From an optimization exercise on the open Yosys and OpenROAD flow, aimed at small area, a short achievable clock period and few clock cycles; shortcuts taken in it are not production practice. Function was checked by simulation only, so behaviour that the tests miss may differ from the original. Power figures rest on the tool's default switching activity, not on a simulated workload.

## Mips16
module Mips16(clk, reset, imem_addr, imem_data, dmem_addr, dmem_wdata, dmem_we,
              dmem_rdata, dout, wb_en, wb_reg, halted);
input clk, reset;
input [15:0] imem_data, dmem_rdata;
output [8:0] imem_addr, dmem_addr;
output [15:0] dmem_wdata, dout;
output dmem_we, wb_en, halted;
output [2:0] wb_reg;
localparam FN_ZERO = 4'd0, FN_SUM = 4'd1, FN_AND = 4'd2, FN_OR = 4'd3, FN_XOR = 4'd4,
           FN_SLT = 4'd5, FN_SLL = 4'd6, FN_SRL = 4'd7, FN_LW = 4'd8;
reg [8:0]  pc;           
reg        halted_r;
reg [15:0] e_a, e_b;     
reg [8:0]  e_addr;       
reg [2:0]  e_sh;         
reg [3:0]  e_fn;
reg        e_sub, e_we, e_sw, e_br, e_bne, e_pred, e_halt;
reg [2:0]  e_dst;
reg [8:0]  e_alt;        
reg        wb_en_r;
reg [2:0]  wb_reg_r;
reg [15:0] dout_r;
reg [15:0] rf [1:7];
reg [7:1]  rf_ok;
wire [16:0] sum = {1'b0, e_a} + {1'b0, e_b} + {16'h0000, e_sub};
wire        ltu = !sum[16];
reg  [15:0] res;
always @* begin
	case (e_fn)
		FN_SUM: res = sum[15:0];
		FN_AND: res = e_a & e_b;
		FN_OR:  res = e_a | e_b;
		FN_XOR: res = e_a ^ e_b;
		FN_SLT: res = {15'h0000, ltu};
		FN_SLL: res = e_b << e_sh;
		FN_SRL: res = e_b >> e_sh;
		FN_LW:  res = dmem_rdata;
		default: res = 16'h0000;
	endcase
end
assign dmem_addr  = e_addr;
assign dmem_wdata = e_b;
assign dmem_we    = e_sw;
wire br_taken = (e_a == e_b) ^ e_bne;
wire redirect = e_br && (br_taken != e_pred);
wire kill     = redirect || e_halt || halted_r;
wire stall;
wire [2:0] f_op   = imem_data[15:13];
wire [2:0] f_rs   = imem_data[12:10];
wire [2:0] f_rt   = imem_data[9:7];
wire [2:0] f_rd   = imem_data[6:4];
wire [3:0] f_func = imem_data[3:0];
wire [6:0] f_imm  = imem_data[6:0];
  ...
Size: roughly 1,200 cells after synthesis, ~220 flip-flops, roughly 90 I/O pins, roughly 12,000 sq um of cells after synthesis.
clock: 7.0 ns
lec_check: 0
cap_margin: 20
core_margin: 2
core_utilization: 50
cts_buf_list: sky130_fd_sc_hd__clkbuf_16
cts_cluster_diameter: 80
cts_cluster_size: 24
setup_slack_margin: 3.6
slew_margin: 20
synth_hierarchical: 1
standard.sh (not shown) runs the stock make flow with config.mk's settings and CLKGATE_MAP_FILE= SYNTH_SCRIPT=/design/flow/synth_recipe.tcl, a recipe that flattens the netlist after the stock synthesis.
==> flow/flow/run.sh <==
#!/bin/bash
# Layout flow: the standard synthesis (standard.sh synth, unchanged), then
# the standard ORFS layout with two changes: port buffers made from
# sky130_fd_sc_hd__buf_2, and the resizer allowed to change a cell's footprint
# when it sizes cells for timing (MATCH_CELL_FOOTPRINT=0).
# Each step's full output goes to its own log in this folder.
set -euo pipefail
export BUFFER_PORTS_ARGS="-buffer_cell sky130_fd_sc_hd__buf_2"
bash standard.sh synth > synth.log 2>&1
sed 's/ CLKGATE_MAP_FILE= / CLKGATE_MAP_FILE= MATCH_CELL_FOOTPRINT=0 /' standard.sh > standard_layout.sh
grep -q 'MATCH_CELL_FOOTPRINT=0' standard_layout.sh
bash standard_layout.sh > layout.log 2>&1
Testbench counts at the start, summed over its fixed seeds: cycles 15,929.
Then changed:
--- a/flow/config.mk
+++ b/flow/config.mk
@@ -9,8 +9,6 @@
 export CORE_MARGIN = 2
 export CORE_UTILIZATION = 50
-export CTS_BUF_LIST = sky130_fd_sc_hd__clkbuf_16
-export CTS_CLUSTER_DIAMETER = 80
-export CTS_CLUSTER_SIZE = 24
-export SETUP_SLACK_MARGIN = 3.6
+export CTS_BUF_LIST = sky130_fd_sc_hd__clkbuf_8
+export SETUP_SLACK_MARGIN = 4.4
 export SLEW_MARGIN = 20
 export SYNTH_HIERARCHICAL = 1
Effect: The changed run finished clean. Die area does not change. Wire length increases by 13%. Sequential power hardly moves. Final cell count increases by 11%. Area after synthesis does not change. Maximum frequency increases by 7.7%.
Then changed:
--- a/flow/config.mk
+++ b/flow/config.mk
@@ -8,7 +8,7 @@
 export CAP_MARGIN = 20
 export CORE_MARGIN = 2
-export CORE_UTILIZATION = 50
+export CORE_UTILIZATION = 40
 export CTS_BUF_LIST = sky130_fd_sc_hd__clkbuf_8
-export SETUP_SLACK_MARGIN = 4.4
+export SETUP_SLACK_MARGIN = 3
 export SLEW_MARGIN = 20
 export SYNTH_HIERARCHICAL = 1
The changed run went through all stages and came out clean.
Sequential power hardly moves.
Die area is higher by about 24%.
Power is lower by 5.9%.
Design area is lower by 15%.
Then changed:
--- a/flow/config.mk
+++ b/flow/config.mk
@@ -8,7 +8,10 @@
 export CAP_MARGIN = 20
 export CORE_MARGIN = 2
-export CORE_UTILIZATION = 40
+export CORE_UTILIZATION = 65
 export CTS_BUF_LIST = sky130_fd_sc_hd__clkbuf_8
-export SETUP_SLACK_MARGIN = 3
+export CTS_CLUSTER_DIAMETER = 60
+export CTS_CLUSTER_SIZE = 16
+export PLACE_DENSITY = 0.72
+export SETUP_SLACK_MARGIN = 3.6
 export SLEW_MARGIN = 20
 export SYNTH_HIERARCHICAL = 1
The new run ran to the end with no violations.
Wire length goes down by 6.1%.
Setup slack gets better by 0.48 ns.
Global-route usage goes up by 12 points.
Utilization goes up by 27 points.
Final cell count goes down by 11%.
Via count hardly moves.
Then changed:
--- a/flow/config.mk
+++ b/flow/config.mk
@@ -8,10 +8,9 @@
 export CAP_MARGIN = 20
 export CORE_MARGIN = 2
-export CORE_UTILIZATION = 65
+export CORE_UTILIZATION = 50
 export CTS_BUF_LIST = sky130_fd_sc_hd__clkbuf_8
 export CTS_CLUSTER_DIAMETER = 60
 export CTS_CLUSTER_SIZE = 16
-export PLACE_DENSITY = 0.72
-export SETUP_SLACK_MARGIN = 3.6
+export SETUP_SLACK_MARGIN = 3.8
 export SLEW_MARGIN = 20
 export SYNTH_HIERARCHICAL = 1
Outcome:
- worst hold slack improves by 0.010 ns
- power went up by 1.4%
- maximum frequency went up by 3.8%

-- separate check: timing with driven ports --
How much do the figures lean on ideal ports? The routed layouts below were timed once more, with nothing changed but the port constraints. Step 1 sets driving cells, clkbuf_16 on the clock port and buf_2 on the other inputs (assumed; they add their load-dependent delay and slew). Step 2 adds t to the input delays and takes it off the output delays; t is the mean of the earliest and latest rising clock arrival at the registers after step 1. Input paths then give back, and output paths get back, about the clock's delay inside the block. Three values: ideal, step 1, step 2; two values: the first two.
run	t, ns	slack for setup (ns)	latest minus earliest clock arrival (ns)	worst register clock-pin slew, ns	pins driven straight from the clock port
the first run	0.534	3.667 / 3.693 / 3.160	0.027 / 0.027	0.10 / 0.10	1
the second run	0.576	3.905 / 3.890 / 3.314	0.038 / 0.038	0.07 / 0.07	1
the third run	0.576	3.168 / 3.161 / 2.585	0.022 / 0.022	0.07 / 0.07	1
the fourth run	0.581	3.644 / 3.669 / 3.088	0.040 / 0.040	0.10 / 0.10	1
the fifth run	0.587	3.766 / 3.762 / 3.175	0.051 / 0.051	0.11 / 0.11	1
After both steps every run listed still meets setup and hold.
